What follows belongs to an exercise in optimizing a design on an open flow for small area; a production flow would make more cautious choices. In this exercise RTL edits were held to simulation tests only and were not proved equivalent to the original. Power figures rest on the tool's default switching activity, not on a simulated workload.

## flow/design.v (module list and top-level ports; edited modules follow where they fit)
// module ticket_booking_system: 715 lines
// module tbk_glue: 1027 lines
// module tbk_a2111o_1: 3 lines
// module tbk_a222oi_1: 3 lines
// module tbk_a22o_1: 3 lines
// module tbk_a32o_1: 3 lines
// module tbk_and2_0: 3 lines
// module tbk_and3b_1: 3 lines
// module tbk_clkinv_1: 3 lines
// module tbk_nand2_1: 3 lines
// module tbk_nand3_1: 3 lines
// module tbk_nand4_1: 3 lines
// module tbk_nor2_1: 3 lines
// module tbk_o2111a_1: 3 lines
// module tbk_o21a_1: 3 lines
// module tbk_o21ai_0: 3 lines
// module tbk_o21bai_1: 3 lines
// module tbk_o22a_1: 3 lines
// module tbk_o22ai_1: 3 lines
// module tbk_o32a_1: 3 lines
// module tbk_or2_0: 3 lines
// module tbk_or3_1: 3 lines
// module tbk_or4_1: 3 lines
// module tbk_xor2_1: 3 lines
module ticket_booking_system (
    input clk,
    input rst,
    input book,
    input cancel,
    input check,
    input [3:0] seat_type,
    input [4:0] travel_date,
    output reg [7:0] price,
    output reg [7:0] seats_left,
    output reg booking_success,
    output reg cancel_success,
    output reg availability_status
);
  // ...
==> flow/flow/run.sh <==
#!/bin/bash
# The standard layout (the standard.sh: ORFS synthesis to final layout),
# with one change: the port buffers that global placement inserts are the
# platform's smallest buffer instead of the one buffer_ports picks by itself.
set -euo pipefail
export BUFFER_PORTS_ARGS="-buffer_cell sky130_fd_sc_hd__buf_1"
bash standard.sh > standard.log 2>&1
==> flow/standard.sh <==
#!/bin/bash
# synth_recipe.tcl (not shown) runs the flow's synth.tcl, then flattens the netlist and writes it again
# the make line also repeats each setting of config.mk as NAME=value (left out here)
make -C /OpenROAD-flow-scripts/flow DESIGN_CONFIG=/design/flow/config.mk WORK_HOME=/design/flow/orfs CLKGATE_MAP_FILE= SYNTH_SCRIPT=/design/flow/synth_recipe.tcl "${@:-finish}"
==> flow/config.mk <==
export PLATFORM = sky130hd
export DESIGN_NAME = ticket_booking_system
export DESIGN_NICKNAME = ticket_booking_system
export VERILOG_FILES = /design/flow/design.v
export SDC_FILE = /design/flow/constraint.sdc
export NUM_CORES = 4
export LEC_CHECK = 0
export CAP_MARGIN = 20
export CORE_MARGIN = 2
export CORE_UTILIZATION = 55
export CTS_BUF_LIST = sky130_fd_sc_hd__clkbuf_8
export CTS_CLUSTER_DIAMETER = 50
export CTS_CLUSTER_SIZE = 18
export PLACE_DENSITY = 0.7
export SLEW_MARGIN = 20
export SYNTH_HIERARCHICAL = 1
export SYNTH_MINIMUM_KEEP_SIZE = 0
==> flow/constraint.sdc <==
create_clock -name core_clock -period 8.0 [get_ports {clk}]
set_input_delay 1.6000 -clock core_clock [delete_from_list [all_inputs] [get_ports {clk}]]
set_output_delay 1.6000 -clock core_clock [all_outputs]
set_load 0.01 [all_outputs]
==> impl_metrics.ini, run 1 <==
[sta]
fin_setup_tns_ns = 0
fin_hold_ws_ns = 0.416
setup_viol = 0

[worst_hold_path]
hold_depth = 1
hold_path_end = busy

[layout]
layout-drive-gt1-share = 0.0584
multi_input_cells = 746
reg_top3 = mem: 336 flops, nvr: 7 flops, price: 7 flops
final_nets = 1241
areaGrowthSynthToFinish_pct = 9.73
inverters = 42

[worst_setup_path]
path_cells = buf_1 -> inv_1 -> nand3_1 -> nor2_1 -> a222oi_1 -> nand4_1 -> or4_1 -> inv_1 -> nor2_1 -> nor2_1 -> inv_1 -> o22ai_1 -> o22ai_1 -> inv_1 -> nand3_1 -> o22ai_1 -> nand2_1 -> o21a_1 -> o22ai_1 -> inv_1 -> a32o_1
worst_setup_path_end_kind = flop
cp.depth = 21
crit_fanout = 10

[power]
finalPower_mw = 3.32
p_clk_mw = 1.18
cellPowerDensity_mw_per_mm2 = 230

[yosys]
synth.most_common_cell = dfxtp_1
avgSynthCellArea_sq_um = 11.3
yosysSeqAreaShare = 0.569
synth.distinct_cells = 26
ys_top_cells_by_area = dfxtp_1 53%, a22o_1 23%, a222oi_1 8.5%
synth_area_sq_mm = 0.0131

[run_status]
status = complete, no violations

[routing]
wl_met2_mm = 17.2
drc = 0
firstDrtPassIters = 10
vias = 11000

[grt]
grt_pass1_vias = 10200
use_met2 = 0.477

[clocking]
hold_buffers = 0
==> inputs of run 2 (changes only) <==
--- a/flow/config.mk
+++ b/flow/config.mk
@@ -10,5 +10,5 @@
 export CORE_UTILIZATION = 55
-export CTS_BUF_LIST = sky130_fd_sc_hd__clkbuf_8
+export CTS_BUF_LIST = sky130_fd_sc_hd__clkbuf_4 sky130_fd_sc_hd__clkbuf_8
 export CTS_CLUSTER_DIAMETER = 50
-export CTS_CLUSTER_SIZE = 18
+export CTS_CLUSTER_SIZE = 12
 export PLACE_DENSITY = 0.7
==> run 2 against run 1 <==
Clock power increased by 5%. Wire length increased by 0.47%. First-iteration DRC count decreased by 8.0%. Critical path depth unchanged. Non-clock buffer count unchanged. Critical path type unchanged. Highest routed layer is now met5.
==> impl_metrics.ini, run 2 <==
[run_status]
status = complete, no violations

[worst_setup_path]
start_kind = input pin
worst_setup_path_end_kind = flop
critPathKind = in2reg
worstPathRequired_ns = 8.45
crit_fanout = 10
arrival_ns = 6.97

[sta]
rsz0062_at_grt = false
report.final.slew_viol_count = 0
hold_viol = 0
worst_slew_pin_slew_ns = 0.911
fmax_ghz = 0.153
finalCriticalPeriod_ns = 6.52
relSlewSlack = 0.391
setup_viol = 0
skew_ns = 0.0219
fin_crit_sh = 0.815
fin_setup_tns_ns = 0

[layout]
reg_top3 = mem: 336 flops, nvr: 7 flops, price: 7 flops
final-seq-area_sq_mm = 0.00747
layoutNonFillerInstCount = 1567
final_nets = 1245
top_register = mem
final_cell_mix = 342 x dfxtp_1, 337 x a22o_1, 159 x nor2_1, 112 x a222oi_1, 44 x clkbuf_8
largest_register_ffs = 336
post-route-util = 0.614
areaGrowthSynthToFinish_pct = 9.96
layout-drive-gt1-share = 0.0562
multi_input_area_sq_mm = 0.00548
nFillCells = 1924
layout_commonest_cell = dfxtp_1

[routing]
drtAntennaViolNets = 0
firstDrtPassIters = 8
routed_wl_mm = 40.1
drt_iter0_drc = 2104
via_per_inst = 7.01
wl_per_cell_um = 25.6
drc = 0
vias = 11000

[place]
gp_congestion = 0.939
dp.cells = 1510
dpl.hpwl_mm = 25.3
io_buffers = 27

[yosys]
avgSynthCellArea_sq_um = 11.3
ys_top_cells_by_area = dfxtp_1 53%, a22o_1 23%, a222oi_1 8.5%
synth_cells = 1157
yosysWarnings = 7
synth_area_sq_mm = 0.0131
synth_top_area_frac = 0.533
synth_edf_count = 0
synth.most_common_cell = dfxtp_1
synth_commonest_cells = 349 x dfxtp_1, 337 x a22o_1, 160 x nor2_1
async_flop_share = 0.0516
synth_ff_type = dfxtp_1
yosysSeqAreaShare = 0.569
ys_ff_latch = 368
synth.distinct_cells = 26
synth_top_cell_by_area = dfxtp_1

[power]
vdd_drop_max_v = 0.000186
p_leak_nw = 5.39
finalPower_mw = 3.38
cellPowerDensity_mw_per_mm2 = 234

[clocking]
cts_htree_levels = 2
cts.repair.resized = 0
cts_buffer_depth = 3
post_cts_buffers = 0
insertion_delay_ns = 0.56
clk_pin_slew_worst_paths_ns = 0.07
cts_tree = yes
numCtsBuffers = 38
hold_buffers = 0
cts_root_buffer = clkbuf_8
clock_sinks = 368

[worst_hold_path]
worst_hold_path_type = reg2reg

[grt]
grt_pass1_vias = 10300
grt_max_degree = 49
overflow = 0
grt_usage = 0.316
antenna_found_initial = 3
grt_pass1_wl_mm = 60.4

[floorplanning]
core_sq_mm = 0.0235
die_x_um = 158
die-area_sq_mm = 0.0251
pin_count = 33
initial_core_util = 0.559
num_rows = 56
die_h_um = 158

[job]
maxCapViolations = 0
## run 2: cell count changes in the layout (fill, tap and decap cells not counted), moves of 3 or more
cell,before,now
clkinv_2,5,1
clkinvlp_4,4,0
inv_1,45,42
clkinv_4,3,0
clkbuf_8,36,44
clkbuf_4,0,5
inv_6,5,0
## run 2: cell families after synthesis
group	synth area share
flip-flops	0.569
buffers and inverters	0.0149
AND/OR/NAND/NOR	0.0828
XOR/XNOR	0.00134
other	0.000286
AO/OA/AOI/OAI	0.332
## run 2: layout make-up
type                            count  share of cell area
Timing Repair Buffer               35              0.0112
Tap cell                          319              0.0277
Sequential cell                   368               0.518
Clock buffer                       49              0.0446
Antenna cell                        3            0.000521
Clock inverter                      5             0.00703
Multi-Input combinational cell    746               0.380
Inverter                           42              0.0109
## run 2: worst max-delay path, stage by stage
cell and delay (ns):
buf_1 0.24, inv_1 0.12, nand3_1 0.56, nor2_1 0.31, a222oi_1 0.56, nand4_1 0.22
or4_1 0.58, inv_1 0.11, nor2_1 0.08, nor2_1 0.37, inv_1 0.11, o22ai_1 0.27
o22ai_1 0.15, inv_1 0.15, nand3_1 0.11, o22ai_1 0.22, nand2_1 0.10, o21a_1 0.14
o22ai_1 0.54, inv_1 0.17, a32o_1 0.24
## run 2: where the power goes
part	switching, mW	internal (mW)	leakage, nW
combinational	0.140	0.0571	1.93
clock	0.624	0.615	0.390
sequential	0.0499	1.89	3.07
total	0.814	2.57	5.39
## run 2: final timing paths
check	startpoint	to	slack, ns	cells after the start
setup / recovery	seat_type[1]	nvr[2]	1.48	21
hold / removal	busy	busy	0.41	1
setup reg to reg	valid	nvr[2]	2.67	21
hold reg to reg	busy	busy	0.41	1
max in group asynchronous	rst	pulse_count[1]	6.39	2
min in group asynchronous	rst	seats_left[1]	1.14	2
## run 2: per-module statistics from Yosys (local to each module, per instance), a selection
module        area (sq um)  times used
tbk_clkinv_1          3.75          41
tbk_or3_1             6.26           1
tbk_nand2_1           3.75          15
tbk_o2111a_1          11.3           1
tbk_o22ai_1           6.26          20
tbk_o32a_1            10.0           1
tbk_and3b_1           8.76           1
tbk_o21a_1            7.51           3
## run 2: metrics by stage
stage               worst slack, ns  cell area, sq um  hold WS, ns
floorplan                      2.66             13100        0.384
global placement               1.25             13700        0.395
detailed placement             1.15             13700        0.406
CTS                            1.73             14400        0.416
global route                   1.15             14400        0.434
finish                         1.48             14400        0.414
## run 2: metal layers
layer | GRT usage | part of all wire | wire (um) | vias to the layer above
met4 | 0.133 | 0.041 | 1640 | 2
met3 | 0.0746 | 0.11 | 4470 | 122
li1 | - | - | - | 4930
met5 | 0.0124 | 0.00087 | 35 | -
met2 | 0.480 | 0.43 | 17200 | 747
met1 | 0.434 | 0.42 | 16800 | 5186
==> inputs of run 3 (changes only) <==
--- a/flow/config.mk
+++ b/flow/config.mk
@@ -9,7 +9,7 @@
 export CORE_MARGIN = 2
-export CORE_UTILIZATION = 55
-export CTS_BUF_LIST = sky130_fd_sc_hd__clkbuf_4 sky130_fd_sc_hd__clkbuf_8
+export CORE_UTILIZATION = 65
+export CTS_BUF_LIST = sky130_fd_sc_hd__clkbuf_4
 export CTS_CLUSTER_DIAMETER = 50
-export CTS_CLUSTER_SIZE = 12
-export PLACE_DENSITY = 0.7
+export CTS_CLUSTER_SIZE = 10
+export PLACE_DENSITY = 0.75
 export SLEW_MARGIN = 20
==> run 3 against run 2 <==
Non-clock buffer count did not move. Critical path depth is 3 lower. Power down 9.9%. Setup slack improved by 0.14 ns. Final cell count is 3.3% lower. Global-route usage grew 4.1 points. Largest power group unchanged. Clock skew increased by 0.0094 ns.
==> impl_metrics.ini, run 3 <==
[job]
maxCapViolations = 0

[clocking]
numCtsBuffers = 43
clk_pin_slew_worst_paths_ns = 0.10
hold_buffers = 0
cts_buffer_depth = 3
post_cts_buffers = 0
insertion_delay_ns = 0.69
cts_htree_levels = 2
cts_tree = yes
clock_sinks = 368
cts.repair.resized = 0
cts_root_buffer = clkbuf_4

[grt]
grt_pass1_vias = 10300
grt_usage = 0.357
grt_pass1_wl_mm = 60.1
antenna_found_initial = 3
overflow = 0
grt_max_degree = 49

[power]
p_leak_nw = 5.25
clock_power_share = 0.297
seqPwrFrac = 0.638
vdd_drop_max_v = 0.000136
p_sw_frac = 0.253
cell_internal_pwr_mw = 2.27
power_frac_comb = 0.065
finalPower_mw = 3.04
p_sw_mw = 0.771
cellPowerDensity_mw_per_mm2 = 217

[routing]
wl_per_cell_um = 26.0
drtAntennaViolNets = 0
vias = 11100
drc = 0
via_per_inst = 7.35
drt_iter0_drc = 1979
firstDrtPassIters = 10
routed_wl_mm = 39.3

[layout]
final_cell_mix = 342 x dfxtp_1, 337 x a22o_1, 159 x nor2_1, 112 x a222oi_1, 50 x clkbuf_4
layout_commonest_cell = dfxtp_1
layout-drive-gt1-share = 0.0554
largest_register_ffs = 336
final_nets = 1250
reg_top3 = mem: 336 flops, nvr: 7 flops, price: 7 flops
top_register = mem
layoutNonFillerInstCount = 1515
areaGrowthSynthToFinish_pct = 7.00

[yosys]
ys_top_cells_by_area = dfxtp_1 53%, a22o_1 23%, a222oi_1 8.5%
ys_ff_latch = 368
synth_commonest_cells = 349 x dfxtp_1, 337 x a22o_1, 160 x nor2_1
synth_top_area_frac = 0.533
async_flop_share = 0.0516
synth_edf_count = 0
yosysWarnings = 7
synth_fa_ha_area_frac = 0
synth.distinct_cells = 26
synth_compound_area_frac = 0.332
synth_cells = 1157
synth-simple-area-share = 0.0828
synth.most_common_cell = dfxtp_1
synth_area_sq_mm = 0.0131
synth_mux_area_frac = 0
synth_top_cell_by_area = dfxtp_1
synth_top_family_by_area = compound AO/OA/AOI/OAI gates
synth_ff_type = dfxtp_1
synth-xor-area-share = 0.00134
yosysSeqAreaShare = 0.569
avgSynthCellArea_sq_um = 11.3

[sta]
finalCriticalPeriod_ns = 6.38
relSlewSlack = 0.392
skew_ns = 0.0313
hold_viol = 0
worst_slew_pin_slew_ns = 0.910
fin_setup_tns_ns = 0
fmax_ghz = 0.157
setup_viol = 0
rsz0062_at_grt = false
report.final.slew_viol_count = 0
fin_crit_sh = 0.797

[worst_setup_path]
arrival_ns = 6.95
worstPathRequired_ns = 8.57
cp_slowest_stage_delay_ns = 0.65
cp_top_family = simple AND/OR/NAND/NOR gates
start_kind = input pin
critPathKind = in2reg
critical_path.slowest_cell = or4_1
crit_buf_inv = 3
path_cells = buf_1 -> inv_1 -> nand3_1 -> nor2_1 -> a222oi_1 -> nand4_1 -> or4_1 -> nor2_1 -> nor2_1 -> o32a_1 -> o22ai_1 -> nand3_1 -> o22ai_1 -> nand2_1 -> o21a_1 -> o22ai_1 -> inv_1 -> a32o_1
crit_fanout = 10
worst_setup_path_end_kind = flop

[floorplanning]
die_x_um = 146
pin_count = 33
die-area_sq_mm = 0.0213
num_rows = 51
die_h_um = 146
initial_core_util = 0.667
core_sq_mm = 0.0197

[place]
dp.cells = 1456
io_buffers = 27
dpl.hpwl_mm = 25.2
gp_congestion = 0.942

[run_status]
status = complete, no violations

[worst_hold_path]
worst_hold_path_type = reg2reg
## run 3: cells by family after synthesis
kind of cell,after synthesis
flip-flops,368
XOR/XNOR,2
buffers and inverters,47
AO/OA/AOI/OAI,491
AND/OR/NAND/NOR,248
other,1
## run 3: through the flow
step           hold WS (ns)  utilization  setup WS, ns  cell area [sq um]
3_3_place_gp          0.394        0.692          1.36              13600
5_1_grt               0.451        0.714          1.41              14000
2_1_floorplan         0.384            -          2.66              13100
3_5_place_dp          0.398        0.692          1.19              13600
4_1_cts               0.413        0.714          1.88              14000
6_report              0.411        0.714          1.62              14000
## run 3: power by group through the flow
stage / clock network (mW) / registers (mW) / logic [mW]
3_5_place_dp: 0 / 1.98 / 0.194
6_report: 0.903 / 1.94 / 0.199
5_1_grt: 0.987 / 1.95 / 0.211
3_3_place_gp: 0 / 1.98 / 0.188
2_1_floorplan: 0 / 1.99 / 0.0878
4_1_cts: 0.915 / 1.94 / 0.194
## run 3: worst paths after layout
check	from	to	slack (ns)	cells after the start
max	seat_type[1]	nvr[2]	1.62	18
min	busy	busy	0.41	1
max reg2reg	valid	nvr[2]	2.68	18
min reg2reg	busy	busy	0.41	1
max in group asynchronous	rst	price[2]	6.52	2
min in group asynchronous	rst	wp	0.99	2
## run 3: modules after synthesis (local to each module, per instance), a selection
module,cells,flip-flops and latches
tbk_and2_0,1,0
tbk_or4_1,1,0
tbk_o21ai_0,1,0
tbk_o21a_1,1,0
tbk_o2111a_1,1,0
ticket_booking_system,375,368
tbk_a222oi_1,1,0
tbk_or3_1,1,0
tbk_nand2_1,1,0
tbk_nand3_1,1,0
tbk_a32o_1,1,0
## run 3: area by class of cell
cell class	count	area, sq um
repair buffers	35	161
clock inverters	5	46.3
fillers	1512	5620
inverters	42	158
clock buffers	50	375
flip-flops and latches	368	7470
multi-input cells	746	5480
well taps	265	332
diodes	4	10.0
## run 3: metal layers
metal	GRT usage	wire length (um)	part of all wire
met1	0.509	16200	0.41
met2	0.538	17100	0.43
met3	0.0722	4550	0.12
met5	0	12	0.00031
met4	0.144	1520	0.039
==> inputs of run 4 (changes only) <==
--- a/flow/config.mk
+++ b/flow/config.mk
@@ -9,3 +9,3 @@
 export CORE_MARGIN = 2
-export CORE_UTILIZATION = 65
+export CORE_UTILIZATION = 70
 export CTS_BUF_LIST = sky130_fd_sc_hd__clkbuf_4
@@ -13,3 +13,3 @@
 export CTS_CLUSTER_SIZE = 10
-export PLACE_DENSITY = 0.75
+export PLACE_DENSITY = 0.8
 export SLEW_MARGIN = 20
==> run 4 against run 3 <==
Sequential cell count is the same. Die area shrank 6.9%. Sequential power is essentially flat. Highest routed layer unchanged. Count of clock-buffer cells in the layout is the same. Critical path type unchanged. Power shrank 1.6%. Still clean. Non-clock buffer count is the same. Largest cell class unchanged. Via count shrank 0.23%.
==> impl_metrics.ini, run 4 <==
[clocking]
cts_tree = yes
insertion_delay_ns = 0.69
clock_sinks = 368
cts_root_buffer = clkbuf_4
cts_buffer_depth = 3
clk_pin_slew_worst_paths_ns = 0.12
numCtsBuffers = 42
hold_buffers = 0
cts_htree_levels = 2
post_cts_buffers = 0
cts.repair.resized = 0

[worst_setup_path]
r2r-start = valid
reg2reg_to = nvr[2]
path_cells = buf_1 -> inv_1 -> nand3_1 -> nor2_1 -> a222oi_1 -> nand4_1 -> or4_1 -> inv_1 -> and3b_1 -> nor2_1 -> o22ai_1 -> o22ai_1 -> inv_1 -> nand3_1 -> o22ai_1 -> nand2_1 -> o21a_1 -> o22ai_1 -> inv_1 -> a32o_1
critical_path.slowest_cell = or4_1
r2r_cells = 20
critPathKind = in2reg
arrival_ns = 7.06
crit_buf_inv = 5
start_kind = input pin
cp_top_family = simple AND/OR/NAND/NOR gates
worst_setup_path_end_kind = flop
worstPathRequired_ns = 8.57
reg2reg_slack_ns = 2.59
cp-startpoint = seat_type[1]
cp_slowest_stage_delay_ns = 0.69
crit_fanout = 10

[power]
vdd_drop_max_v = 0.000158
seqPwrFrac = 0.648
p_sw_frac = 0.253
cellPowerDensity_mw_per_mm2 = 215
p_leak_nw = 5.23
clock_power_share = 0.285
cell_internal_pwr_mw = 2.24
p_sw_mw = 0.759
power_frac_comb = 0.067

[yosys]
yosysSeqAreaShare = 0.569
synth_top_cell_by_area = dfxtp_1
synth.distinct_cells = 26
synth.most_common_cell = dfxtp_1
synth_cells = 1157
async_flop_share = 0.0516
synth_area_sq_mm = 0.0131
avgSynthCellArea_sq_um = 11.3
synth_ff_type = dfxtp_1
ys_top_cells_by_area = dfxtp_1 53%, a22o_1 23%, a222oi_1 8.5%
synth_commonest_cells = 349 x dfxtp_1, 337 x a22o_1, 160 x nor2_1
yosysWarnings = 7
ys_ff_latch = 368
synth_edf_count = 0
synth_top_area_frac = 0.533

[floorplanning]
die_h_um = 141
die_x_um = 141
num_rows = 50
die-area_sq_mm = 0.0198
pin_count = 33
core_sq_mm = 0.0185
initial_core_util = 0.708

[grt]
grt_usage = 0.382
use_met2 = 0.557
top_usage_layer = met2
grtUsageMet1 = 0.533
antenna_found_initial = 4
grt_max_degree = 46
grt_use_met3 = 0.0880
grt_pass1_vias = 10200
overflow = 0
grt_pass1_wl_mm = 59.2

[layout]
final_nets = 1249
layout-drive-gt1-share = 0.0539
top_register = mem
post-route-util = 0.753
largest_register_ffs = 336
final_cell_mix = 342 x dfxtp_1, 337 x a22o_1, 159 x nor2_1, 112 x a222oi_1, 50 x clkbuf_4
layoutNonFillerInstCount = 1479
nFillCells = 1281
stdcell_area_sq_mm = 0.0140
layout_commonest_cell = dfxtp_1
areaGrowthSynthToFinish_pct = 6.36
reg_top3 = mem: 336 flops, nvr: 7 flops, price: 7 flops

[place]
dpl.hpwl_mm = 25.0
io_buffers = 27
dp.cells = 1425
postPlaceCellArea_sq_mm = 0.0136
gp_congestion = 0.980

[sta]
fin_hold_ws_ns = 0.426
skew_ns = 0.0282
report.final.slew_viol_count = 0
fmax_ghz = 0.154
fin_setup_tns_ns = 0
fin_crit_sh = 0.810
finalCriticalPeriod_ns = 6.48
worst_slew_pin_slew_ns = 0.869
setup_viol = 0
relSlewSlack = 0.419
hold_viol = 0
rsz0062_at_grt = false

[routing]
routed_wl_mm = 38.9
drt_iter0_drc = 1950
drc = 0
vias = 11100
wl_per_cell_um = 26.3
via_per_inst = 7.51
firstDrtPassIters = 13
drtAntennaViolNets = 0

[worst_hold_path]
hold_depth = 1
worst_hold_path_type = reg2reg
hold_path_end = busy
hp-start = busy

[job]
maxCapViolations = 0

[run_status]
status = complete, no violations
run 4: changes by cell type in the layout (fill, tap and decap cells not counted):
cell,delta
diode_2,-1
bufinv_16,-1
clkinv_1,-2
clkinv_2,-1
run 4: power groups by stage:
stage | Clock (mW) | Sequential (mW) | Combinational (mW)
6_report | 0.855 | 1.94 | 0.199
3_3_place_gp | 0 | 1.98 | 0.188
5_1_grt | 0.938 | 1.95 | 0.210
4_1_cts | 0.861 | 1.94 | 0.193
3_5_place_dp | 0 | 1.98 | 0.193
2_1_floorplan | 0 | 1.99 | 0.0878
run 4: kinds of logic (layout without fill, tap and decap cells):
logic type | count (synthesis) | in the layout | share of synthesized area
simple gates | 248 | 248 | 0.0828
compound gates | 491 | 491 | 0.332
flops | 368 | 368 | 0.569
other cells | 1 | 8 | 0.000286
buf+inv | 47 | 128 | 0.0149
xor+xnor | 2 | 2 | 0.00134
run 4: worst register-to-register path: stages, from the launching register on:
cell and delay, ns:
dfrtp_1 0.43, inv_1 0.09, nor2_1 0.08, nand3_1 0.26, nor2_1 0.19, a222oi_1 0.60, nand4_1 0.32, or4_1 0.69
inv_1 0.12, and3b_1 0.19, nor2_1 0.12, o22ai_1 0.29, o22ai_1 0.18, inv_1 0.16, nand3_1 0.11, o22ai_1 0.21
nand2_1 0.10, o21a_1 0.15, o22ai_1 0.56, inv_1 0.18, a32o_1 0.24
run 4: worst max path at each step:
stage / endpoint / cells after the start / slack [ns]
floorplan: nvr[2] / 20 / 2.66
global route: nvr[2] / 19 / 1.40
finish: nvr[2] / 20 / 1.52
CTS: nvr[2] / 19 / 1.81
global placement: nvr[2] / 19 / 1.32
detailed placement: nvr[2] / 19 / 1.10
run 4: metrics by stage:
stage	worst slack, ns	power (mW)
finish	1.52	3.00
global placement	1.32	2.17
CTS	1.81	2.99
detailed placement	1.10	2.17
global route	1.40	3.10
floorplan	2.66	2.08
run 4: Yosys stat by module, one instance, submodules excluded, a selection:
module        copies in the design  cells
tbk_a222oi_1                   112      1
tbk_a32o_1                       1      1
tbk_o22a_1                       3      1
tbk_a22o_1                     337      1
tbk_and3b_1                      1      1
tbk_o21a_1                       3      1
tbk_nand4_1                     28      1
tbk_and2_0                       2      1
tbk_or2_0                        3      1
tbk_or3_1                        1      1
tbk_nand3_1                     31      1
tbk_nor2_1                     160      1
tbk_clkinv_1                    41      1
tbk_nand2_1                     15      1
run 4: area by class of cell:
class                   instances  area, sq um  area share
flip-flops and latches        368         7470       0.536
multi-input cells             746         5480       0.393
clock buffers                  50          375      0.0269
well taps                     234          293      0.0210
repair buffers                 35          161      0.0116
inverters                      42          158      0.0113
diodes                          3         7.51    0.000538
clock inverters                 1         3.75    0.000269
run 4: metal layers:
layer	vias up	share of wire	wire, um
met5	-	0.00033	13
met4	2	0.048	1850
met3	156	0.12	4650
met2	810	0.43	16700
met1	5172	0.40	15700
li1	4964	-	-

-- separate check: timing with driven ports --
In the flow no input, the clock included, has a driving cell. The finished layouts below were timed again as built, in two steps. Step 1 sets driving cells, clkbuf_16 on the clock port and buf_2 on the other inputs (assumed; they add their load-dependent delay and slew). Step 2 moves the port delays by t, midway between the first and last clock arrival at a register: inputs arrive t later, outputs are due t later. That takes back most of the time a late clock gives input paths. Slacks: ideal ports / drivers / drivers and shift; pairs: ideal ports / drivers.
run	shift t [ns]	setup slack, ns	worst setup path after step 2	worst slew at a driven data input, ns	cell pins on the clock port's net
run 1	0.591	1.484 / 1.505 / 0.914	input to register	0.07	1
run 2	0.592	1.482 / 1.503 / 0.911	input to register	0.08	1
run 3	0.718	1.624 / 1.646 / 0.928	input to register	0.08	1
run 4	0.718	1.517 / 1.536 / 0.818	input to register	0.07	1
After both steps setup and hold are still met in every run listed. For run 4, which loses most, drivers alone change the setup slack by +0.019 ns; drivers and shift together by -0.699 ns.
